From an optimization exercise on the open Yosys and OpenROAD flow, aimed at small area, a short achievable clock period and few clock cycles per item; shortcuts taken in it are not production practice. Where RTL was checked, it was by simulation tests only, not by an equivalence proof against the original. The RTL of run 1 was laid out without a check of its function. No activity file was given, so power comes from the tool's default toggle rates.

==> flow/design.v (outline; a module is shown in full before it is edited, if it fits) <==
// module mul_unit: 46 lines
// module mul_fa: 4 lines
// module mul_bsel: 5 lines
// module mul_bsel8: 8 lines
// module mul_nand2: 3 lines
// module mul_xor2: 3 lines
// module mul_aoi22: 3 lines
// module mul_xnor2: 3 lines
// module mul_x2: 3 lines
// module mul_x3: 3 lines
// module mul_mj: 3 lines
// module mul_and2: 3 lines
// module mul_ao21: 3 lines
// module mul_ha: 4 lines
// module shift_add_multiplier: 1619 lines
module mul_unit
(
    input  logic                  clk,
    input  logic                  rst,
    input  logic                  start,
    input  logic [1:0]            mul_type,
    input  logic [31:0]           a,
    input  logic [31:0]           b,
    input  logic [4:0]            arch_reg,
    input  logic [5:0]   phys_reg,
    input  logic [2:0]  rob,
    input  logic                  cdb_mul_ack,
    input  logic                  branch,
    output logic                  cdb_valid,
    output logic [2:0]  cdb_rob,
    output logic [4:0]            cdb_arch_reg,
    output logic [5:0]   cdb_phys_reg,
    output logic [31:0]           cdb_data,
    output logic [31:0]           cdb_ps1_rdata,
    output logic [31:0]           cdb_ps2_rdata,
    output logic                  done
);
  // ...
==> flow/flow/run.sh <==
#!/bin/bash
# The standard ORFS layout (standard.sh) with two changes:
#  - the port buffers are sky130_fd_sc_hd__buf_1 instead of the cell
#    buffer_ports picks by itself (a slow delay cell);
#  - after the standard synthesis every combinational cell is set to its
#    drive-1 variant; floorplan/placement repair sizes up what timing needs.
set -euo pipefail
export BUFFER_PORTS_ARGS="-buffer_cell sky130_fd_sc_hd__buf_1"
RES=orfs/results/${FLOW_PLATFORM}/mul_unit/base
bash standard.sh synth > synth.log 2>&1
DS_ODB=$RES/1_synth.odb openroad -no_init -exit flow/downsize.tcl > downsize.log 2>&1
touch $RES/1_synth.sdc
bash standard.sh > standard.log 2>&1
==> flow/flow/downsize.tcl <==
# Set every combinational cell of the synthesized netlist to its drive-1
# variant; the resizer's repair steps size up what timing needs.
set odb_file $::env(DS_ODB)
read_db $odb_file
set db [ord::get_db]
set n 0
foreach inst [[ord::get_db_block] getInsts] {
  set m [[$inst getMaster] getName]
  if {[regexp {^(sky130_fd_sc_hd__[a-z0-9]+)_([0-9]+)$} $m -> base drive]} {
    if {$drive <= 1} continue
    if {[regexp {df|dl|sdf|edf|clk|conb|buf} $base]} continue
    set new [$db findMaster ${base}_1]
    if {$new == "NULL" || $new == ""} continue
    $inst swapMaster $new
    incr n
  }
}
puts "downsized $n cells"
write_db $odb_file
==> flow/standard.sh <==
#!/bin/bash
# synth_recipe.tcl (not shown) runs the flow's synth.tcl, then flattens the netlist and writes it again
# the make line also repeats each setting of config.mk as NAME=value (left out here)
make -C /OpenROAD-flow-scripts/flow DESIGN_CONFIG=/design/flow/config.mk WORK_HOME=/design/flow/orfs CLKGATE_MAP_FILE= SYNTH_SCRIPT=/design/flow/synth_recipe.tcl "${@:-finish}"
==> flow/config.mk <==
export PLATFORM = sky130hd
export DESIGN_NAME = mul_unit
export DESIGN_NICKNAME = mul_unit
export VERILOG_FILES = /design/flow/design.v
export SDC_FILE = /design/flow/constraint.sdc
export NUM_CORES = 4
export LEC_CHECK = 0
export CAP_MARGIN = 20
export CORE_MARGIN = 2
export CORE_UTILIZATION = 60
export SETUP_SLACK_MARGIN = 0.9
export SLEW_MARGIN = 20
export SYNTH_HIERARCHICAL = 1
export SYNTH_MINIMUM_KEEP_SIZE = 0
==> flow/constraint.sdc <==
create_clock -name core_clock -period 5.0 [get_ports {clk}]
set_input_delay 1.0000 -clock core_clock [delete_from_list [all_inputs] [get_ports {clk}]]
set_output_delay 1.0000 -clock core_clock [all_outputs]
set_load 0.01 [all_outputs]
==> reports/metrics.yaml, run 1 <==
status: "complete, no violations"
syn_area_sq_mm: 0.0161
cpMaxStageDelayCell: "fa_1"
power.leakage_nw: 7.35
path_max_fanout: 3
routedWlPerCell_um: 23.3
tns_ns: 0
grt_use_met2_pct: 55.1
cts_buffer_depth: 2
nNetsFinal: 1987
row_count: 59
clock_skew_ns: 0.0138
largest_reg_flops: 32
vdd_ir_drop_max_mv: 0.507
post_cts_buffers: 7
grt_first_pass_wirelength_um: 72900
port_buffers: 196
area_growth_pct: 16.0
min_to: "u_mul.busy$_SDFF_PP0_"
io_pins: 197
fin_crit_ns: 4.23
diodes: 0
mostFrequentLayoutCell: "xnor2_1"
critPathKind: "flop to output pin"
max_slew_margin_pct: 33.9
setup.worst_path.end: "cdb_data[31]"
reg2reg_from: "u_mul.a_q[3]$_DFFE_PN_"
largest_class: "multi-input combinational cells"
layoutNonFillerInstCount: 1995
final_cell_mix: "xnor2_1 (273), a22oi_1 (255), fa_1 (197)"
grtUsageMet3_pct: 6.06
clk_latency_ns: 0.45
end_kind: "output pin"
path_clk_slew_ns: 0.08
grt-busiest-layer: "met2"
power.total_mw: 12.1
switching_share_pct: 43.3
fillCellCount: 2013
hold_buffers: 0
cts_resized: 26
dieArea_sq_mm: 0.0282
clk_share_pct: 3.25
fp.coreArea_sq_mm: 0.0262
==> inputs of run 2 (changes only) <==
--- a/flow/design.v
+++ b/flow/design.v
@@ -1861,17 +1861,23 @@
     mul_x2 u_sum23 (.a(pg_p[23]), .b(sk4_g22), .s(prod[23]));
     mul_x2 u_sum24 (.a(pg_p[24]), .b(sk4_g23), .s(prod[24]));
     mul_x2 u_sum25 (.a(pg_p[25]), .b(sk4_g24), .s(prod[25]));
     mul_x2 u_sum26 (.a(pg_p[26]), .b(sk4_g25), .s(prod[26]));
     mul_x2 u_sum27 (.a(pg_p[27]), .b(sk4_g26), .s(prod[27]));
     mul_x2 u_sum28 (.a(pg_p[28]), .b(sk4_g27), .s(prod[28]));
     mul_x2 u_sum29 (.a(pg_p[29]), .b(sk4_g28), .s(prod[29]));
     mul_x2 u_sum30 (.a(pg_p[30]), .b(sk4_g29), .s(prod[30]));
-    assign prod[31] = sk4_g30 ^ (^top_q) ^ o3_c[31];
+    logic p31_2;
+    mul_x2 u_p31_2 (.a(top_q[0]), .b(top_q[1]), .s(p31_2));
+    logic p31_1;
+    mul_x2 u_p31_1 (.a(top_q[2]), .b(o3_c[31]), .s(p31_1));
+    logic p31_0;
+    mul_x2 u_p31_0 (.a(p31_2), .b(p31_1), .s(p31_0));
+    mul_x2 u_sum31 (.a(p31_0), .b(sk4_g30), .s(prod[31]));
     logic g, gd;
     assign g  = deliver;
     assign gd = deliver & ~zero_q;
     logic [31:0] data_g, ps1_g, ps2_g;
     logic [13:0] tag_g, tag_q;
     assign tag_q = {rob_q, arch_q, phys_q};
     for (genvar i = 0; i < 32; i++) begin : g_gate
         mul_and2 u_d (.a(gd), .b(prod[i]), .y(data_g[i]));
==> flow/config.mk (replaced) <==
export PLATFORM = sky130hd
export DESIGN_NAME = mul_unit
export DESIGN_NICKNAME = mul_unit
export VERILOG_FILES = /design/flow/design.v
export SDC_FILE = /design/flow/constraint.sdc
export NUM_CORES = 4
export LEC_CHECK = 0
export CAP_MARGIN = 20
export CORE_MARGIN = 2
export CORE_UTILIZATION = 60
export SETUP_SLACK_MARGIN = 1.35
export SLEW_MARGIN = 20
export SYNTH_HIERARCHICAL = 1
export SYNTH_MINIMUM_KEEP_SIZE = 0
==> run 2 against run 1 <==
Via count up 8.2%. Utilization is 6.8 points higher. Clock-buffer cell count is the same. Area after synthesis barely moved. Wire length increased by 9.8%. Clock power rose by 5%. Sequential power down 5%. Global-route usage increased by 2.3 points. Cell area increased by 9.6%. Sequential cell count is the same.
==> reports/metrics.yaml, run 2 <==
rr_worst_depth: 8  # was 7
combPwrFrac_pct: 70.9  # was 68.8%
max_slew_margin_pct: 53.6  # was 33.9%
status: "complete, no violations"  # unchanged
whs_ns: 0.556  # was 0.579 ns
hold_viol: 0  # unchanged
reg_top3: "u_mul.a_q: 32 flops, u_mul.cs0_q: 31 flops, u_mul.cs1_q: 30 flops"  # unchanged
p_int_mw: 7.33  # was 6.87 mW
nNetsFinal: 2133  # was 1,987
slew_violations: 0  # unchanged
cp.arrival_ns: 2.87  # was 3.23 ns
syn_area_sq_mm: 0.0161  # about the same
dp.cells: 1948  # was 1,956
grt_max_degree: 57  # was 82
path_max_fanout: 8  # was 3
fillCellCount: 1669  # was 2,013
multiInputGateArea_sq_mm: 0.0121  # was 0.0119 sq mm
drt_first_pass_iters: 6  # unchanged
antenna_found_initial: 0  # unchanged
drc: 0  # unchanged
area_growth_pct: 27.0  # was 16.0%
layoutNonFillerInstCount: 2141  # was 1,995
top_register: "u_mul.a_q"  # unchanged
avgViaCountPerCell: 6.28  # was 6.23
io_pins: 197  # unchanged
reg2reg_from: "u_mul.bo_q[5]$_DFFE_PN_"  # was u_mul.a_q[3]$_DFFE_PN_
cts_tree: "done"  # unchanged
grt_first_pass_wirelength_um: 77600  # was 72,900 um
grt_usage_pct: 36.2  # was 33.9%
drt-initial-drc-count: 1806  # was 1,141
synthCells: 1352  # unchanged
initial_core_util_pct: 61.5  # about the same
gp_congestion: 0.896  # was 0.890
power.leakage_nw: 8.25  # was 7.35 nW
clk_latency_ns: 0.46  # was 0.45 ns
drive_gt1_share_pct: 20.1  # was 8.80%
ff_latch_area_sq_mm: 0.00441  # was 0.00440 sq mm
clock_sinks: 172  # unchanged
reg2reg_slack_ns: 1.40  # was 1.07 ns
power_frac_seq_pct: 17.6  # was 19.6%
critPathKind: "flop to output pin"  # unchanged
numCtsBuffers: 17  # unchanged
fp.coreArea_sq_mm: 0.0262  # unchanged
power_density_mw_per_mm2: 627  # was 648 mW/mm^2
r2r-end: "u_mul.cs2_q[30]$_DFF_P_"  # unchanged
routedWlPerCell_um: 23.8  # was 23.3 um
worstSetupStartpointType: "flop"  # unchanged
power.total_mw: 12.8  # was 12.1 mW
fin_crit_ns: 3.87  # was 4.23 ns
path_clk_slew_ns: 0.09  # was 0.08 ns
die_w_um: 168  # about the same
die_h_um: 168  # about the same
end_kind: "output pin"  # unchanged
vias: 13400  # was 12,400
cts-root-buf: "clkbuf_16"  # unchanged
final_cell_mix: "xnor2_1 (265), a22oi_1 (251), buf_4 (190)"  # was xnor2_1 (273), a22oi_1 (255), fa_1 (197)
mostFrequentLayoutCell: "xnor2_1"  # unchanged
port_buffers: 196  # unchanged
worstPathRequired_ns: 4.00  # about the same
holdCritStartpoint: "u_mul.busy$_SDFF_PP0_"  # unchanged
worst_slew_pin_slew_ns: 0.696  # was 0.992 ns
grt-ovfl-total: 0  # unchanged
setup_viol: 0  # unchanged
hold_class: "flop to flop"  # unchanged
dieArea_sq_mm: 0.0282  # about the same
clock_skew_ns: 0.0156  # was 0.0138 ns
yosysWarnings: 7  # unchanged
hpwl_um: 33000  # was 33,100 um
tns_ns: 0  # unchanged
drt-total-wl_um: 51000  # was 46,500 um
maxCapViolations: 0  # unchanged
post-route-util_pct: 78.1  # was 71.3%
hold_depth: 1  # unchanged
row_count: 59  # unchanged
syn_area_per_cell_sq_um: 11.9  # about the same
rsz0062_at_grt: "true"  # unchanged
clockPowerShare_pct: 11.5  # was 11.6%
switching_share_pct: 42.9  # was 43.3%
ant_nets: 0  # unchanged
cts_buffer_depth: 2  # unchanged
finalCritPeriodShare_pct: 77.4  # was 84.6%
vdd_ir_drop_max_mv: 0.454  # was 0.507 mV
largest_reg_flops: 32  # unchanged
switchingPower_mw: 5.51  # was 5.24 mW
min_to: "u_mul.busy$_SDFF_PP0_"  # unchanged
htree_levels: 4  # unchanged
grt_pass1_vias: 13800  # was 13,000
max_freq_ghz: 0.258  # was 0.236 GHz
diodes: 0  # unchanged
-- run 2: changes by cell type in the layout (fill, tap and decap cells not counted), moves of 9 or more --
cell | previous run | this run
buf_4 | 79 | 190
ha_4 | 10 | 19
ha_1 | 48 | 38
fa_1 | 197 | 171
buf_1 | 189 | 179
buf_12 | 3 | 28
fa_2 | 0 | 26
-- run 2: worst max-delay path, cell delays in order, from the launching register on --
cell and delay, ns:
dfxtp_2 0.33, fa_1 0.58, ha_4 0.21, and2_4 0.16
and2_4 0.16, a21o_4 0.23, a21o_1 0.16, a21o_1 0.18
xor2_1 0.14, and2_1 0.13, buf_2 0.13
-- run 2: final cells by class --
class	count	share of cell area, %
Clock inverter	15	1.10
Timing Repair Buffer	423	13.9
Multi-Input combinational cell	1177	59.3
Inverter	2	0.0550
Clock buffer	17	2.08
Sequential cell	172	21.5
Tap cell	335	2.05
-- run 2: layer usage --
layer  vias up  part of all wire, %  track usage, %
li1       5753                    -               -
met1      6513                   38            46.7
met2       953                   47            58.9
met3       224                   10            7.57
met4         0                  4.9            17.1
met5         -                    0               0
-- run 2: how the worst max path moves through the flow --
stage / from / end / slack, ns
2_1_floorplan: u_mul.bodd_q[1]$_DFFE_PN_ / u_mul.cs1_q[19]$_DFF_P_ / 1.08
6_report: u_mul.cs0_q[21]$_DFF_P_ / cdb_data[31] / 1.13
4_1_cts: u_mul.cs2_q[25]$_DFF_P_ / cdb_data[31] / 1.10
3_5_place_dp: u_mul.bt_q[2]$_DFFE_PN_ / u_mul.cs2_q[30]$_DFF_P_ / 1.14
5_1_grt: u_mul.cs0_q[25]$_DFF_P_ / cdb_data[31] / 1.03
3_3_place_gp: u_mul.bt_q[2]$_DFFE_PN_ / u_mul.cs2_q[30]$_DFF_P_ / 1.21
-- run 2: repair_timing --
| item | in CTS | in global routing |
|---|---|---|
| hold buffers | 0 | 0 |
| gates resized for setup | 42 | 50 |
| cloned | 1 | 0 |
| buffers inserted | 125 | 35 |
| setup endpoints to repair | 87 | 34 |
| pin swaps | 36 | 33 |
-- run 2: power groups by stage --
stage	registers, mW	logic [mW]	clock network, mW
global placement	2.38	7.39	0
CTS	2.25	8.72	1.49
floorplan	2.36	5.56	0
global route	2.28	10.2	1.54
finish	2.25	9.10	1.48
detailed placement	2.39	7.62	0
-- run 2: per-stage QoR --
stage / cell area (sq um) / setup slack, ns
2_1_floorplan: 16200 / 1.08
3_3_place_gp: 17800 / 1.21
3_5_place_dp: 17800 / 1.14
4_1_cts: 20000 / 1.10
5_1_grt: 20500 / 1.03
6_report: 20500 / 1.13
Testbench counts of run 2, summed over its fixed seeds: cycles 7,208, ops 2,400.
==> inputs of run 3 (changes only) <==
--- a/flow/config.mk
+++ b/flow/config.mk
@@ -9,5 +9,5 @@
 export CORE_MARGIN = 2
 export CORE_UTILIZATION = 60
-export SETUP_SLACK_MARGIN = 1.35
+export SETUP_SLACK_MARGIN = 1.2
 export SLEW_MARGIN = 20
 export SYNTH_HIERARCHICAL = 1
==> run 3 against run 2 <==
Cell count fell by 4.2%. Sequential power rose by 2%. Worst hold slack improved by 0.0076 ns. Cell area fell by 5.3%. Synthesized cell count unchanged. Register-to-register slack worse by 0.17 ns. Sequential share of layout area up 1.2 points. First-iteration DRC count fell by 21%. Area after synthesis unchanged. Non-clock buffer count fell by 90. Sequential cell count unchanged. Largest cell class unchanged. Largest power group unchanged.
==> reports/metrics.yaml, run 3 <==
status: "complete, no violations"  # unchanged
whs_ns: 0.564  # was 0.556 ns
ff_latch_area_sq_mm: 0.00440  # was 0.00441 sq mm
rsz0062_at_grt: "true"  # unchanged
nNetsFinal: 2043  # was 2,133
cts_buffer_depth: 2  # unchanged
dp.cells: 1943  # was 1,948
reg_top3: "u_mul.a_q: 32 flops, u_mul.cs0_q: 31 flops, u_mul.cs1_q: 30 flops"  # unchanged
power.leakage_nw: 7.70  # was 8.25 nW
layoutNonFillerInstCount: 2052  # was 2,141
top_register: "u_mul.a_q"  # unchanged
cts_tree: "done"  # unchanged
reg2reg_slack_ns: 1.23  # was 1.40 ns
mostFrequentLayoutCell: "xnor2_1"  # unchanged
finalCritPeriodShare_pct: 78.9  # was 77.4%
slew_violations: 0  # unchanged
initial_core_util_pct: 61.5  # unchanged
htree_levels: 4  # unchanged
avgViaCountPerCell: 6.16  # was 6.28
setup_viol: 0  # unchanged
row_count: 59  # unchanged
area_growth_pct: 20.3  # was 27.0%
end_kind: "output pin"  # unchanged
power_density_mw_per_mm2: 653  # was 627 mW/mm^2
path_max_fanout: 3  # was 8
yosysWarnings: 7  # unchanged
cpMaxStageDelayCell: "fa_2"  # was fa_1
grt-ovfl-total: 0  # unchanged
syn_area_per_cell_sq_um: 11.9  # unchanged
die_w_um: 168  # unchanged
path_clk_slew_ns: 0.08  # was 0.09 ns
tns_ns: 0  # unchanged
drt-initial-drc-count: 1425  # was 1,806
gp_congestion: 0.967  # was 0.896
final_cell_mix: "xnor2_1 (266), a22oi_1 (255), fa_1 (188), buf_1 (188), and2_1 (152)"  # was xnor2_1 (265), a22oi_1 (251), buf_4 (190)
worstSetupStartpointType: "flop"  # unchanged
clock_skew_ns: 0.0167  # was 0.0156 ns
hold_class: "flop to flop"  # unchanged
hold_viol: 0  # unchanged
vdd_ir_drop_max_mv: 0.428  # was 0.454 mV
path_buf_inv: 1  # unchanged
hpwl_um: 32300  # was 33,000 um
grt_usage_pct: 33.1  # was 36.2%
worst_slew_pin_slew_ns: 1.02  # was 0.696 ns
grt_pass1_vias: 13100  # was 13,800
antenna_found_initial: 1  # was 0
fillCellCount: 1863  # was 1,669
synthCells: 1352  # unchanged
maxCapViolations: 0  # unchanged
cp.arrival_ns: 2.95  # was 2.87 ns
max_slew_margin_pct: 31.8  # was 53.6%
critPathTopFamily: "adder cells"  # unchanged
ant_nets: 0  # unchanged
worstPathRequired_ns: 4.00  # about the same
power.total_mw: 12.7  # was 12.8 mW
drt_first_pass_iters: 6  # unchanged
post-route-util_pct: 74.0  # was 78.1%
cpMostUsedCell: "and2_1"
placed_cell_area_sq_mm: 0.0178  # about the same
syn_area_sq_mm: 0.0161  # unchanged
drt-total-wl_um: 46400  # was 51,000 um
critPathKind: "flop to output pin"  # unchanged
io_pins: 197  # unchanged
drive_gt1_share_pct: 12.8  # was 20.1%
clk_latency_ns: 0.44  # was 0.46 ns
max_freq_ghz: 0.253  # was 0.258 GHz
port_buffers: 196  # unchanged
grt_first_pass_wirelength_um: 71800  # was 77,600 um
largest_reg_flops: 32  # unchanged
fin_crit_ns: 3.95  # was 3.87 ns
cts-root-buf: "clkbuf_16"  # unchanged
clock_sinks: 172  # unchanged
fp.coreArea_sq_mm: 0.0262  # unchanged
path_cells: "fa_2 -> ha_4 -> and2_4 -> and2_1 -> and2_1 -> and2_1 -> a21o_1 -> xor2_1 -> and2_1 -> buf_2"  # was fa_1 -> ha_4 -> and2_4 -> and2_4 -> a21o_4 -> a21o_1 -> a21o_1 -> xor2_1 -> and2_1 -> buf_2
place_ws_ns: 1.10  # was 1.14 ns
hold_buffers: 0  # unchanged
finalWorstSetupSlack_ns: 1.05  # was 1.13 ns
slowest_delay_ns: 0.65  # was 0.58 ns
final_area_sq_mm: 0.0194  # was 0.0205 sq mm
vias: 12600  # was 13,400
grt_max_degree: 82  # was 57
drc: 0  # unchanged
routedWlPerCell_um: 22.6  # was 23.8 um
numCtsBuffers: 17  # unchanged
die_h_um: 168  # unchanged
dieArea_sq_mm: 0.0282  # unchanged
multiInputGateArea_sq_mm: 0.0120  # was 0.0121 sq mm
[run 3: layer usage]
layer | up-vias | track usage [%] | share of wire (%) | wire length, um
li1 | 5574 | - | - | -
met3 | 113 | 6.44 | 8.5 | 3940
met5 | - | 0 | 0 | 0
met2 | 721 | 56.3 | 49 | 22900
met4 | 0 | 13.8 | 3.7 | 1700
met1 | 6240 | 41.7 | 38 | 17800
[run 3: final cells by class]
| class | instances | area share [%] |
|---|---|---|
| Multi-Input combinational cell | 1177 | 61.7 |
| Clock buffer | 18 | 2.21 |
| Clock inverter | 14 | 0.890 |
| Tap cell | 335 | 2.16 |
| Timing Repair Buffer | 333 | 10.3 |
| Antenna cell | 1 | 0.0129 |
| Inverter | 2 | 0.0516 |
| Sequential cell | 172 | 22.7 |
[run 3: path summary, 6_finish.rpt]
check,start,endpoint,cells past startpoint
max,u_mul.cs1_q[29]$_DFF_P_,cdb_data[31],10
min,u_mul.busy$_SDFF_PP0_,u_mul.busy$_SDFF_PP0_,1
max reg2reg,u_mul.bodd_q[7]$_DFFE_PN_,u_mul.cs1_q[19]$_DFF_P_,8
min reg2reg,u_mul.busy$_SDFF_PP0_,u_mul.busy$_SDFF_PP0_,1
[run 3: what timing repair did]
action / CTS / global route
pin swaps: 21 / 3
endpoints found under the setup margin: 21 / 29
buffers inserted: 45 / 30
gates cloned: 0 / 1
gates resized for setup: 34 / 8
[run 3: power breakdown]
part / total (mW) / leakage [nW] / internal, mW / switching (mW)
clock: 1.38 / 0.290 / 0.718 / 0.663
sequential: 2.29 / 1.64 / 2.03 / 0.261
combinational: 8.99 / 5.77 / 4.40 / 4.60
[run 3: worst register-to-register path, cell delays in order (launching register included)]
cell,delay (ns)
edfxtp_1,0.95
buf_4,0.32
xnor2_1,0.15
fa_1,0.45
fa_1,0.40
fa_1,0.45
fa_1,0.48
ha_2,0.18
ha_1,0.26
==> inputs of run 4 (changes only) <==
--- a/flow/config.mk
+++ b/flow/config.mk
@@ -9,5 +9,5 @@
 export CORE_MARGIN = 2
 export CORE_UTILIZATION = 60
-export SETUP_SLACK_MARGIN = 1.2
+export SETUP_SLACK_MARGIN = 0.9
 export SLEW_MARGIN = 20
 export SYNTH_HIERARCHICAL = 1
==> run 4 against run 3 <==
Still clean on timing, DRC and antenna. Sequential cell count stayed put. Sequential share of layout area is 1.0 points higher. Via count is 4.1% lower. Global-route usage is 0.62 points lower. Utilization is 3.3 points lower. Cell count is 3.4% lower. Critical endpoint is now u_mul.cs2_q[29]$_DFF_P_. Largest cell class unchanged.
==> reports/metrics.yaml, run 4 <==
worstPathRequired_ns: 5.33  # was 4.00 ns
fp.coreArea_sq_mm: 0.0262  # unchanged
avgViaCountPerCell: 6.12  # was 6.16
power_density_mw_per_mm2: 643  # was 653 mW/mm^2
worst_slew_pin_slew_ns: 1.17  # was 1.02 ns
drc: 0  # unchanged
nNetsFinal: 1974  # was 2,043
yosysWarnings: 7  # unchanged
status: "complete, no violations"  # unchanged
final_cell_mix: "xnor2_1 (270), a22oi_1 (255), fa_1 (194)"  # was xnor2_1 (266), a22oi_1 (255), fa_1 (188), buf_1 (188), and2_1 (152)
antenna_found_initial: 0  # was 1
die_w_um: 168  # unchanged
clockPowerShare_pct: 11.5  # was 10.9%
gp_congestion: 0.964  # was 0.967
path_max_fanout: 13  # was 3
layoutNonFillerInstCount: 1982  # was 2,052
cpMostUsedCell: "fa_1"  # was and2_1
power.leakage_nw: 7.25  # was 7.70 nW
cts_buffer_depth: 2  # unchanged
cpMaxStageDelayCell: "edfxtp_1"  # was fa_2
io_pins: 197  # unchanged
vdd_ir_drop_max_mv: 0.359  # was 0.428 mV
routedWlPerCell_um: 22.5  # was 22.6 um
drt-initial-drc-count: 1272  # was 1,425
hold_buffers: 0  # unchanged
numCtsBuffers: 17  # unchanged
switching_share_pct: 44.0  # was 43.6%
switchingPower_mw: 5.24  # was 5.52 mW
worstSetupStartpointType: "flop"  # unchanged
drive_gt1_share_pct: 7.59  # was 12.8%
path_cells: "buf_4 -> a22oi_1 -> xnor2_1 -> fa_1 -> fa_1 -> fa_1 -> fa_1 -> fa_1 -> ha_1"  # was fa_2 -> ha_4 -> and2_4 -> and2_1 -> and2_1 -> and2_1 -> a21o_1 -> xor2_1 -> and2_1 -> buf_2
finalWorstSetupSlack_ns: 0.950  # was 1.05 ns
cp.arrival_ns: 4.38  # was 2.95 ns
ant_nets: 0  # unchanged
tns_ns: 0  # unchanged
rsz0062_at_grt: "false"  # was true
row_count: 59  # unchanged
grt_usage_pct: 32.5  # was 33.1%
whs_ns: 0.559  # was 0.564 ns
synthCells: 1352  # unchanged
diodes: 0  # was 1
p_int_mw: 6.67  # was 7.14 mW
hold_class: "flop to flop"  # unchanged
slowest_delay_ns: 0.93  # was 0.65 ns
top_register: "u_mul.a_q"  # unchanged
clock_skew_ns: 0.0183  # was 0.0167 ns
grt_max_degree: 57  # was 82
finalCritPeriodShare_pct: 81.0  # was 78.9%
power_frac_seq_pct: 20.1  # was 18.1%
hpwl_um: 32300  # about the same
critPathKind: "flop to flop"  # was flop to output pin
die_h_um: 168  # unchanged
area_growth_pct: 14.9  # was 20.3%
drt-total-wl_um: 44700  # was 46,400 um
reg_top3: "u_mul.a_q: 32 flops, u_mul.cs0_q: 31 flops, u_mul.cs1_q: 30 flops"  # unchanged
grt_pass1_vias: 12600  # was 13,100
max_slew_margin_pct: 22.1  # was 31.8%
htree_levels: 4  # unchanged
dp.cells: 1948  # was 1,943
end_kind: "flop"  # was output pin
maxCapViolations: 0  # unchanged
cts_tree: "done"  # unchanged
clk_latency_ns: 0.45  # was 0.44 ns
vias: 12100  # was 12,600
dieArea_sq_mm: 0.0282  # unchanged
initial_core_util_pct: 61.5  # unchanged
cts-root-buf: "clkbuf_16"  # unchanged
grt_first_pass_wirelength_um: 70200  # was 71,800 um
slew_violations: 0  # unchanged
combPwrFrac_pct: 68.3  # was 71.0%
setup_viol: 0  # unchanged
grt-ovfl-total: 0  # unchanged
mostFrequentLayoutCell: "xnor2_1"  # unchanged
syn_area_per_cell_sq_um: 11.9  # unchanged
place_ws_ns: 1.02  # was 1.10 ns
fin_crit_ns: 4.05  # was 3.95 ns
hold_viol: 0  # unchanged
max_freq_ghz: 0.247  # was 0.253 GHz
clock_sinks: 172  # unchanged
path_clk_slew_ns: 0.08  # about the same
syn_area_sq_mm: 0.0161  # unchanged
port_buffers: 196  # unchanged
drt_first_pass_iters: 6  # unchanged
largest_reg_flops: 32  # unchanged
==> run 4: worst paths after layout <==
kind,slack (ns),from,end,depth (start not counted)
min reg2reg,0.56,u_mul.busy$_SDFF_PP0_,u_mul.busy$_SDFF_PP0_,1
min,0.56,u_mul.busy$_SDFF_PP0_,u_mul.busy$_SDFF_PP0_,1
max reg2reg,0.95,u_mul.a_q[8]$_DFFE_PN_,u_mul.cs2_q[29]$_DFF_P_,9
max,0.95,u_mul.a_q[8]$_DFFE_PN_,u_mul.cs2_q[29]$_DFF_P_,9
==> run 4: routing by layer <==
metal	share of wire (%)	track usage [%]	up-vias
met5	0	0	-
met4	4.0	13.0	0
met3	9.3	8.16	128
met2	47	53.1	669
met1	39	41.8	5917
li1	-	-	5418
==> run 4: final cells by class <==
type                       count  area (sq um)
clock buffer                  17           425
clock inverter                15           189
fill                        2027          7680
inverter                       2          10.0
multi-input combinational   1176         11800
sequential                   172          4400
tap                          335           419
timing repair buffer         265          1260
==> run 4: power groups by stage <==
stage | logic, mW | clock network, mW | registers (mW)
after global routing | 9.26 | 1.45 | 2.43
after detailed placement | 7.71 | 0 | 2.42
after global placement | 7.40 | 0 | 2.42
after CTS | 7.89 | 1.40 | 2.38
final | 8.14 | 1.37 | 2.40
after floorplan | 5.49 | 0 | 2.36
==> run 4: worst max-delay path, delay by kind of cell, from the launching register on <==
family	cells	cell delay, ns
flops	1	0.93
compound gates	1	0.10
buf+inv	1	0.32
fa+ha+maj	6	2.36
xor+xnor	1	0.20
==> run 4: what timing repair did <==
item,in CTS,in global routing
buffers inserted,2,0
gates resized for setup,2,21
endpoints found under the setup margin,3,15
pin swaps,1,5
==> run 4: stage by stage <==
step                      util [%]  cell area [sq um]  power [mW]
after floorplan                  -              16100        7.85
final                         70.7              18500        11.9
after global routing          70.7              18500        13.1
after CTS                     70.2              18400        11.7
after global placement        67.8              17800        9.82
after detailed placement      67.8              17800        10.1
==> inputs of run 5 (changes only) <==
--- a/flow/config.mk
+++ b/flow/config.mk
@@ -9,5 +9,5 @@
 export CORE_MARGIN = 2
 export CORE_UTILIZATION = 60
-export SETUP_SLACK_MARGIN = 0.9
+export SETUP_SLACK_MARGIN = 1.1
 export SLEW_MARGIN = 20
 export SYNTH_HIERARCHICAL = 1
==> run 5 against run 4 <==
Area after synthesis unchanged. Sequential power down 4%. Cell area is 1.8% higher. Total power is 2.4% higher. Clock-buffer cell count unchanged. Worst hold slack improved by 0.044 ns. Maximum frequency increased by 4.3%. Cell count up 1.2%. Via count grew 1.4%. Still clean. Utilization increased by 1.3 points. Largest cell class unchanged.
==> reports/metrics.yaml, run 5 <==
worst_slew_pin_slew_ns: 0.928  # was 1.17 ns
setup.worst_path.end: "cdb_data[31]"  # was u_mul.cs2_q[29]$_DFF_P_
largest_reg_flops: 32  # unchanged
finalCritPeriodShare_pct: 77.7  # was 81.0%
drt-total-wl_um: 44900  # was 44,700 um
hpwl_um: 32100  # was 32,300 um
place_ws_ns: 1.15  # was 1.02 ns
end_kind: "output pin"  # was flop
grt_usage_pct: 31.9  # was 32.5%
rsz0062_at_grt: "true"  # was false
dp.cells: 1946  # was 1,948
maxCapViolations: 0  # unchanged
diodes: 0  # unchanged
path_cells: "fa_1 -> ha_4 -> and2_4 -> and2_4 -> a21o_4 -> a21o_1 -> a21o_1 -> xor2_1 -> and2_1 -> clkbuf_2"  # was buf_4 -> a22oi_1 -> xnor2_1 -> fa_1 -> fa_1 -> fa_1 -> fa_1 -> fa_1 -> ha_1
max_slew_margin_pct: 38.1  # was 22.1%
drt-initial-drc-count: 1182  # was 1,272
gp_congestion: 0.970  # was 0.964
power.leakage_nw: 7.43  # was 7.25 nW
path_buf_inv: 1  # unchanged
path_max_fanout: 8  # was 13
drive_gt1_share_pct: 9.75  # was 7.59%
syn_area_sq_mm: 0.0161  # unchanged
vias: 12300  # was 12,100
grt_first_pass_wirelength_um: 69000  # was 70,200 um
max_freq_ghz: 0.257  # was 0.247 GHz
drt_first_pass_iters: 8  # was 6
fin_crit_ns: 3.88  # was 4.05 ns
fillCellCount: 2006  # was 2,027
worstPathRequired_ns: 4.00  # was 5.33 ns
setup_viol: 0  # unchanged
reg2reg_slack_ns: 1.17  # was 0.95 ns
grt-ovfl-total: 0  # unchanged
port_buffers: 196  # unchanged
grt_max_degree: 82  # was 57
cp.arrival_ns: 2.88  # was 4.38 ns
clock_skew_ns: 0.0132  # was 0.0183 ns
row_count: 59  # unchanged
ant_nets: 0  # unchanged
finalWorstSetupSlack_ns: 1.12  # was 0.950 ns
yosysWarnings: 7  # unchanged
die_w_um: 168  # unchanged
final_cell_mix: "xnor2_1 (266), a22oi_1 (255), fa_1 (191)"  # was xnor2_1 (270), a22oi_1 (255), fa_1 (194)
reg_top3: "u_mul.a_q: 32 flops, u_mul.cs0_q: 31 flops, u_mul.cs1_q: 30 flops"  # unchanged
critPathTopFamily: "adder cells"  # unchanged
antenna_found_initial: 0  # unchanged
slowest_delay_ns: 0.59  # was 0.93 ns
hold_class: "flop to flop"  # unchanged
crit_path_start: "u_mul.cs2_q[23]$_DFF_P_"  # was u_mul.a_q[8]$_DFFE_PN_
power.total_mw: 12.2  # was 11.9 mW
cts_tree: "done"  # unchanged
hold_viol: 0  # unchanged
avgViaCountPerCell: 6.13  # was 6.12
tns_ns: 0  # unchanged
mostFrequentLayoutCell: "xnor2_1"  # unchanged
top_register: "u_mul.a_q"  # unchanged
status: "complete, no violations"  # unchanged
clock_sinks: 172  # unchanged
grt_pass1_vias: 12400  # was 12,600
dieArea_sq_mm: 0.0282  # unchanged
path_clk_slew_ns: 0.08  # about the same
io_pins: 197  # unchanged
r2r-end: "u_mul.cs2_q[30]$_DFF_P_"  # was u_mul.cs2_q[29]$_DFF_P_
cpMaxStageDelayCell: "fa_1"  # was edfxtp_1
layoutNonFillerInstCount: 2006  # was 1,982
fp.coreArea_sq_mm: 0.0262  # unchanged
slew_violations: 0  # unchanged
htree_levels: 4  # unchanged
area_growth_pct: 17.0  # was 14.9%
synthCells: 1352  # unchanged
critPathKind: "flop to output pin"  # was flop to flop
numCtsBuffers: 17  # unchanged
reg2reg_from: "u_mul.a_q[6]$_DFFE_PN_"  # was u_mul.a_q[8]$_DFFE_PN_
cts_buffer_depth: 2  # unchanged
routedWlPerCell_um: 22.4  # was 22.5 um
syn_area_per_cell_sq_um: 11.9  # unchanged
vdd_ir_drop_max_mv: 0.302  # was 0.359 mV
drc: 0  # unchanged
worstSetupStartpointType: "flop"  # unchanged
initial_core_util_pct: 61.5  # unchanged
power_density_mw_per_mm2: 647  # was 643 mW/mm^2
rr_worst_depth: 7  # was 9
nNetsFinal: 1998  # was 1,974
die_h_um: 168  # unchanged
clk_latency_ns: 0.44  # was 0.45 ns
worst-path-stages: 10  # was 9
cts-root-buf: "clkbuf_16"  # unchanged
==> run 5: timing repair <==
action,in CTS,in global routing
gates resized for setup,13,20
buffers inserted,0,27
gates cloned,0,0
pin swaps,7,15
setup endpoints to repair,13,26
hold buffers,0,0
==> run 5: cell type report <==
cell class	instances	area, sq um	area share [%]
clock buffers	17	425	2.26
clock inverters	15	165	0.876
inverters	2	10.0	0.0531
multi-input cells	1176	11900	63.0
flip-flops and latches	172	4400	23.3
well taps	335	419	2.22
repair buffers	289	1560	8.29
==> run 5: worst min-delay path by stage <==
stage,from,endpoint,slack [ns],cells past startpoint
final,u_mul.busy$_SDFF_PP0_,u_mul.busy$_SDFF_PP0_,0.60,2
after detailed placement,u_mul.busy$_SDFF_PP0_,u_mul.busy$_SDFF_PP0_,0.55,1
after global routing,u_mul.busy$_SDFF_PP0_,u_mul.busy$_SDFF_PP0_,0.63,1
after CTS,u_mul.busy$_SDFF_PP0_,u_mul.busy$_SDFF_PP0_,0.56,1
after global placement,u_mul.busy$_SDFF_PP0_,u_mul.busy$_SDFF_PP0_,0.54,1
after floorplan,u_mul.busy$_SDFF_PP0_,u_mul.busy$_SDFF_PP0_,0.46,1
==> run 5: worst min-delay path, delay by kind of cell (launching register included) <==
family / cells / cell delay (ns)
DFF: 1 / 0.37
AOI/OAI and AO/OA: 1 / 0.07
and+or+nand+nor: 1 / 0.12
==> run 5: power by group <==
group | total (mW) | switching (mW) | internal, mW
combinational | 8.53 | 4.42 | 4.11
clock | 1.36 | 0.688 | 0.674
sequential | 2.31 | 0.282 | 2.03
total | 12.2 | 5.39 | 6.81
==> run 5: metrics by stage <==
step                      instance area, sq um  util (%)  hold slack, ns
after floorplan                          16200         -           0.461
final                                    18900      72.0           0.603
after CTS                                18500      70.5           0.563
after global routing                     18900      72.0           0.628
after detailed placement                 17800      67.9           0.552
after global placement                   17800      67.9           0.542
==> run 5: routing by layer <==
layer  track usage [%]  up-vias  wire [um]
met5                 0        -          0
met4              13.1        0       1850
met3              5.50      116       3940
met2              53.3      701      21400
met1              41.7     6012      17600
li1                  -     5476          -
==> inputs of run 6 (changes only) <==
--- a/flow/config.mk
+++ b/flow/config.mk
@@ -9,4 +9,5 @@
 export CORE_MARGIN = 2
 export CORE_UTILIZATION = 60
+export GPL_ROUTABILITY_DRIVEN = 0
 export SETUP_SLACK_MARGIN = 1.1
 export SLEW_MARGIN = 20
==> run 6 against run 5 <==
Non-clock buffer count is 2 lower. Largest cell class unchanged. Area after synthesis stayed put. Clock-buffer cell count stayed put.
==> reports/metrics.yaml, run 6 <==
power.leakage_nw: 7.43  # about the same
worst_slew_pin_slew_ns: 1.00  # was 0.928 ns
row_count: 59  # unchanged
power_density_mw_per_mm2: 651  # was 647 mW/mm^2
slew_violations: 0  # unchanged
avgViaCountPerCell: 6.21  # was 6.13
clk_latency_ns: 0.44  # about the same
drive_gt1_share_pct: 9.65  # was 9.75%
grt_first_pass_wirelength_um: 69700  # was 69,000 um
vdd_ir_drop_max_mv: 0.372  # was 0.302 mV
fillCellCount: 1926  # was 2,006
hold_viol: 0  # unchanged
diodes: 0  # unchanged
grt_pass1_vias: 12500  # was 12,400
clock_skew_ns: 0.0153  # was 0.0132 ns
maxCapViolations: 0  # unchanged
cts_buffer_depth: 2  # unchanged
status: "complete, no violations"  # unchanged
routedWlPerCell_um: 22.6  # was 22.4 um
wl_met1_um: 17700  # was 17,600 um
ant_nets: 0  # unchanged
yosysWarnings: 7  # unchanged
routed.top_layer: "met4"  # unchanged
grt_usage_pct: 32.1  # was 31.9%
syn_area_sq_mm: 0.0161  # unchanged
finalCritPeriodShare_pct: 78.2  # was 77.7%
critPathKind: "flop to flop"  # was flop to output pin
cts-root-buf: "clkbuf_16"  # unchanged
crit_path_start: "u_mul.a_q[9]$_DFFE_PN_"  # was u_mul.cs2_q[23]$_DFF_P_
final_cell_mix: "xnor2_1 (266), a22oi_1 (255), fa_1 (191)"  # unchanged
worstSetupStartpointType: "flop"  # unchanged
largest_reg_flops: 32  # unchanged
rsz0062_at_grt: "true"  # unchanged
holdCritStartpoint: "u_mul.busy$_SDFF_PP0_"  # unchanged
vias: 12400  # was 12,300
dieArea_sq_mm: 0.0282  # unchanged
whs_ns: 0.564  # was 0.603 ns
top_register: "u_mul.a_q"  # unchanged
wl_met3_um: 4120  # was 3940 um
end_kind: "flop"  # was output pin
numCtsBuffers: 17  # unchanged
reg_top3: "u_mul.a_q: 32 flops, u_mul.cs0_q: 31 flops, u_mul.cs1_q: 30 flops"  # unchanged
drc: 0  # unchanged
setup_viol: 0  # unchanged
path_clk_slew_ns: 0.08  # about the same
hold_class: "flop to flop"  # unchanged
wl_met2_um: 21700  # was 21,400 um
initial_core_util_pct: 61.5  # unchanged
grt-ovfl-total: 0  # unchanged
synthCells: 1352  # unchanged
placed_cell_area_sq_mm: 0.0178  # about the same
syn_area_per_cell_sq_um: 11.9  # unchanged
io_pins: 197  # unchanged
drt_first_pass_iters: 6  # was 8
area_growth_pct: 17.0  # about the same
die_w_um: 168  # unchanged
place_ws_ns: 1.13  # was 1.15 ns
finalWorstSetupSlack_ns: 1.09  # was 1.12 ns
hpwl_um: 32200  # was 32,100 um
max_freq_ghz: 0.256  # was 0.257 GHz
reg2reg_from: "u_mul.a_q[9]$_DFFE_PN_"  # was u_mul.a_q[6]$_DFFE_PN_
cp.arrival_ns: 4.24  # was 2.88 ns
drt-initial-drc-count: 1248  # was 1,182
path_max_fanout: 18  # was 8
die_h_um: 168  # unchanged
clock_sinks: 172  # unchanged
fin_crit_ns: 3.91  # was 3.88 ns
drt-total-wl_um: 45200  # was 44,900 um
htree_levels: 4  # unchanged
mostFrequentLayoutCell: "xnor2_1"  # unchanged
worstPathRequired_ns: 5.33  # was 4.00 ns
tns_ns: 0  # unchanged
max_slew_margin_pct: 33.3  # was 38.1%
grt_max_degree: 82  # unchanged
final_area_sq_mm: 0.0189  # about the same
cts_tree: "done"  # unchanged
antenna_found_initial: 0  # unchanged
port_buffers: 196  # unchanged
post-route-util_pct: 72.0  # about the same
nNetsFinal: 1996  # was 1,998
fp.coreArea_sq_mm: 0.0262  # unchanged
run 6: path summary, 6_finish.rpt:
check,end,slack (ns),depth (start not counted)
max reg2reg,u_mul.cs1_q[19]$_DFF_P_,1.09,8
min reg2reg,u_mul.busy$_SDFF_PP0_,0.56,1
min,u_mul.busy$_SDFF_PP0_,0.56,1
max,u_mul.cs1_q[19]$_DFF_P_,1.09,8
run 6: per-layer routing:
layer / GRT usage (%) / vias up
met5: 0 / -
met3: 6.84 / 120
met4: 12.1 / 0
met2: 53.2 / 737
li1: - / 5470
met1: 41.7 / 6114
run 6: final cells by class:
type | count | area [sq um] | share of cell area, %
flip-flops and latches | 172 | 4400 | 23.3
multi-input cells | 1176 | 11900 | 63.0
repair buffers | 287 | 1530 | 8.10
inverters | 2 | 10.0 | 0.0531
clock buffers | 17 | 425 | 2.26
well taps | 335 | 419 | 2.22
clock inverters | 15 | 195 | 1.04
run 6: metrics by stage:
step,power [mW],std cells
global placement,10.1,1944
floorplan,7.87,1353
finish,12.3,2004
detailed placement,10.4,1944
CTS,12.0,1976
global route,13.4,2004
run 6: repair_timing:
action | CTS | global route
buffers inserted | 0 | 28
pin swaps | 7 | 10
hold buffers | 0 | 0
setup endpoints to repair | 10 | 32
gates resized for setup | 13 | 18
run 6: power breakdown:
part           internal [mW]  leakage (nW)  switching (mW)
sequential              2.03          1.64           0.288
combinational           4.11          5.48            4.42
clock                  0.768         0.303           0.671
run 6: critical path, stage by stage, from the launching register on:
cell,delay [ns]
edfxtp_1,0.96
a22oi_1,0.24
xnor2_1,0.20
fa_1,0.47
fa_1,0.58
fa_1,0.45
fa_1,0.45
ha_2,0.18
ha_1,0.26
==> inputs of run 7 (changes only) <==
--- a/flow/config.mk
+++ b/flow/config.mk
@@ -8,6 +8,5 @@
 export CAP_MARGIN = 20
 export CORE_MARGIN = 2
-export CORE_UTILIZATION = 60
-export GPL_ROUTABILITY_DRIVEN = 0
+export CORE_UTILIZATION = 50
 export SETUP_SLACK_MARGIN = 1.1
 export SLEW_MARGIN = 20
==> run 7 against run 6 <==
Cell count grew 3.0%. Worst setup slack gained 0.012 ns. First-iteration DRC count shrank 13%. Area after synthesis is the same. Synthesized cell count is the same. Register-to-register slack gained 0.099 ns. Largest cell class unchanged. Highest routed layer unchanged. Utilization shrank 12 points. Maximum frequency grew 0.32%. Critical path depth grew 2. Still clean. Die area grew 20%.
==> reports/metrics.yaml, run 7 <==
dp.cells: 2014  # was 1,944
worstPathRequired_ns: 4.00  # was 5.33 ns
fin_crit_ns: 3.90  # was 3.91 ns
power_frac_seq_pct: 19.3  # was 18.9%
power_density_mw_per_mm2: 642  # was 651 mW/mm^2
grt_max_degree: 82  # unchanged
switchingPower_mw: 5.30  # was 5.37 mW
finalWorstSetupSlack_ns: 1.10  # was 1.09 ns
switching_share_pct: 43.9  # was 43.8%
layoutNonFillerInstCount: 2064  # was 2,004
drc: 0  # unchanged
clk_latency_ns: 0.45  # was 0.44 ns
die_h_um: 184  # was 168 um
top_register: "u_mul.a_q"  # unchanged
drive_gt1_share_pct: 9.39  # was 9.65%
multiInputGateArea_sq_mm: 0.0119  # about the same
io_pins: 197  # unchanged
hold_class: "flop to flop"  # unchanged
largest_reg_flops: 32  # unchanged
combPwrFrac_pct: 69.5  # was 69.4%
clock_skew_ns: 0.0136  # was 0.0153 ns
dieArea_sq_mm: 0.0337  # was 0.0282 sq mm
post-route-util_pct: 59.5  # was 72.0%
end_kind: "output pin"  # was flop
vias: 12100  # was 12,400
final_cell_mix: "xnor2_1 (266), a22oi_1 (255), fa_1 (191)"  # unchanged
worst_slew_pin_slew_ns: 0.930  # was 1.00 ns
mostFrequentLayoutCell: "xnor2_1"  # unchanged
ff_latch_area_sq_mm: 0.00440  # about the same
die_w_um: 184  # was 168 um
synthCells: 1352  # unchanged
syn_area_per_cell_sq_um: 11.9  # unchanged
max_slew_margin_pct: 38.0  # was 33.3%
path_max_fanout: 3  # was 18
setup_viol: 0  # unchanged
rsz0062_at_grt: "true"  # unchanged
cts-root-buf: "clkbuf_16"  # unchanged
fillCellCount: 2742  # was 1,926
place_ws_ns: 1.16  # was 1.13 ns
status: "complete, no violations"  # unchanged
numCtsBuffers: 17  # unchanged
avgViaCountPerCell: 5.84  # was 6.21
area_growth_pct: 16.8  # was 17.0%
nNetsFinal: 1988  # was 1,996
hpwl_um: 34200  # was 32,200 um
hold_viol: 0  # unchanged
drt-initial-drc-count: 1087  # was 1,248
max_freq_ghz: 0.257  # was 0.256 GHz
row_count: 65  # was 59
finalCritPeriodShare_pct: 77.9  # was 78.2%
power.leakage_nw: 7.38  # was 7.43 nW
syn_area_sq_mm: 0.0161  # unchanged
grt_usage_pct: 28.2  # was 32.1%
worstSetupStartpointType: "flop"  # unchanged
maxCapViolations: 0  # unchanged
antenna_found_initial: 1  # was 0
drt-total-wl_um: 46600  # was 45,200 um
hold_depth: 1  # unchanged
grt_pass1_vias: 12400  # was 12,500
cts_tree: "done"  # unchanged
drt_first_pass_iters: 6  # unchanged
slew_violations: 0  # unchanged
grt_first_pass_wirelength_um: 71900  # was 69,700 um
p_int_mw: 6.78  # was 6.90 mW
routedWlPerCell_um: 22.6  # about the same
ant_nets: 0  # unchanged
critPathKind: "flop to output pin"  # was flop to flop
tns_ns: 0  # unchanged
gp_congestion: 0.931
reg_top3: "u_mul.a_q: 32 flops, u_mul.cs0_q: 31 flops, u_mul.cs1_q: 30 flops"  # unchanged
fp.coreArea_sq_mm: 0.0316  # was 0.0262 sq mm
port_buffers: 196  # unchanged
clockPowerShare_pct: 11.2  # was 11.7%
yosysWarnings: 7  # unchanged
cts_buffer_depth: 2  # unchanged
clock_sinks: 172  # unchanged
grt-ovfl-total: 0  # unchanged
htree_levels: 4  # unchanged
vdd_ir_drop_max_mv: 0.246  # was 0.372 mV
rr_worst_depth: 8  # unchanged
path_clk_slew_ns: 0.08  # about the same
cp.arrival_ns: 2.90  # was 4.24 ns
initial_core_util_pct: 51.0  # was 61.5%
-- run 7: final timing paths --
kind	from	slack, ns	to
worst max-delay path	u_mul.cs0_q[29]$_DFF_P_	1.10	cdb_data[31]
worst min-delay path	u_mul.busy$_SDFF_PP0_	0.57	u_mul.busy$_SDFF_PP0_
worst max register to register	u_mul.a_q[11]$_DFFE_PN_	1.19	u_mul.cs2_q[29]$_DFF_P_
worst min register to register	u_mul.busy$_SDFF_PP0_	0.57	u_mul.busy$_SDFF_PP0_
-- run 7: area by class of cell --
class                   count  area share [%]
multi-input cells        1176            63.0
diodes                      1          0.0133
clock inverters            15           0.877
flip-flops and latches    172            23.4
repair buffers            279            7.73
well taps                 402            2.67
inverters                   2          0.0598
clock buffers              17            2.26
-- run 7: routing by layer --
layer	part of all wire, %	vias up	GRT usage, %	routed length [um]
met5	0	-	0	0
met4	2.7	0	9.86	1250
met3	6.1	67	3.66	2830
met2	50	529	47.5	23100
met1	42	6020	37.5	19400
li1	-	5446	-	-
-- run 7: what timing repair did --
action	4_1_cts	5_1_grt
setup buffers	1	16
gates resized for setup	15	20
cloned	0	0
setup endpoints to repair	12	20
pin swaps	7	18
hold buffers	0	0
-- run 7: critical path, stage by stage (launching register included) --
cell and delay (ns):
dfxtp_1 0.32, fa_2 0.64, ha_4 0.23, and2_1 0.17
and2_1 0.15, and2_1 0.16, and2_1 0.15, a21o_1 0.19
xor2_1 0.16, and2_1 0.16, clkbuf_2 0.12
-- run 7: power groups by stage --
stage / combinational [mW] / sequential (mW) / clock (mW)
2_1_floorplan: 5.51 / 2.36 / 0
3_3_place_gp: 7.84 / 2.37 / 0
3_5_place_dp: 7.96 / 2.37 / 0
4_1_cts: 8.25 / 2.34 / 1.38
5_1_grt: 9.50 / 2.37 / 1.43
6_report: 8.40 / 2.33 / 1.35
-- run 7: per-stage QoR --
step | hold slack [ns] | cell area (sq um) | total power [mW]
after detailed placement | 0.560 | 17900 | 10.3
after global routing | 0.599 | 18800 | 13.3
after global placement | 0.544 | 17900 | 10.2
after CTS | 0.571 | 18600 | 12.0
after floorplan | 0.461 | 16200 | 7.87
final | 0.571 | 18800 | 12.1

re-timing with driven ports:
The flow's constraints put no driver on any port. The routed layouts listed below were extracted and timed again, unchanged, in two steps.
Step 1 sets driving cells, clkbuf_16 on the clock port and buf_2 on the other inputs (assumed; they add their load-dependent delay and slew).
Step 2 also shifts input and output timing later by t, the mid clock arrival at the registers, as if the neighbouring blocks saw the same clock.
Three values: ideal ports, drivers, drivers and shift; two values: the first two.
| run | t (ns) | setup slack, ns | clock arrival spread, ns | slew at the worst register clock pin (ns) | worst slew at a driven data input, ns |
|---|---|---|---|---|---|
| run 1 | 0.500 | 0.771 / 0.719 / 1.070 | 0.014 / 0.014 | 0.08 / 0.08 | 0.06 |
| run 2 | 0.506 | 1.128 / 1.076 / 1.396 | 0.017 / 0.018 | 0.09 / 0.09 | 0.07 |
| run 3 | 0.486 | 1.053 / 0.999 / 1.229 | 0.017 / 0.017 | 0.08 / 0.08 | 0.06 |
| run 4 | 0.490 | 0.950 / 0.944 / 0.950 | 0.018 / 0.018 | 0.08 / 0.08 | 0.06 |
| run 5 | 0.489 | 1.116 / 1.065 / 1.166 | 0.014 / 0.014 | 0.08 / 0.08 | 0.07 |
| run 6 | 0.482 | 1.091 / 1.091 / 1.091 | 0.017 / 0.016 | 0.08 / 0.08 | 0.06 |
| run 7 | 0.490 | 1.103 / 1.052 / 1.192 | 0.017 / 0.017 | 0.08 / 0.08 | 0.08 |
After both steps setup and hold are still met in every run listed.
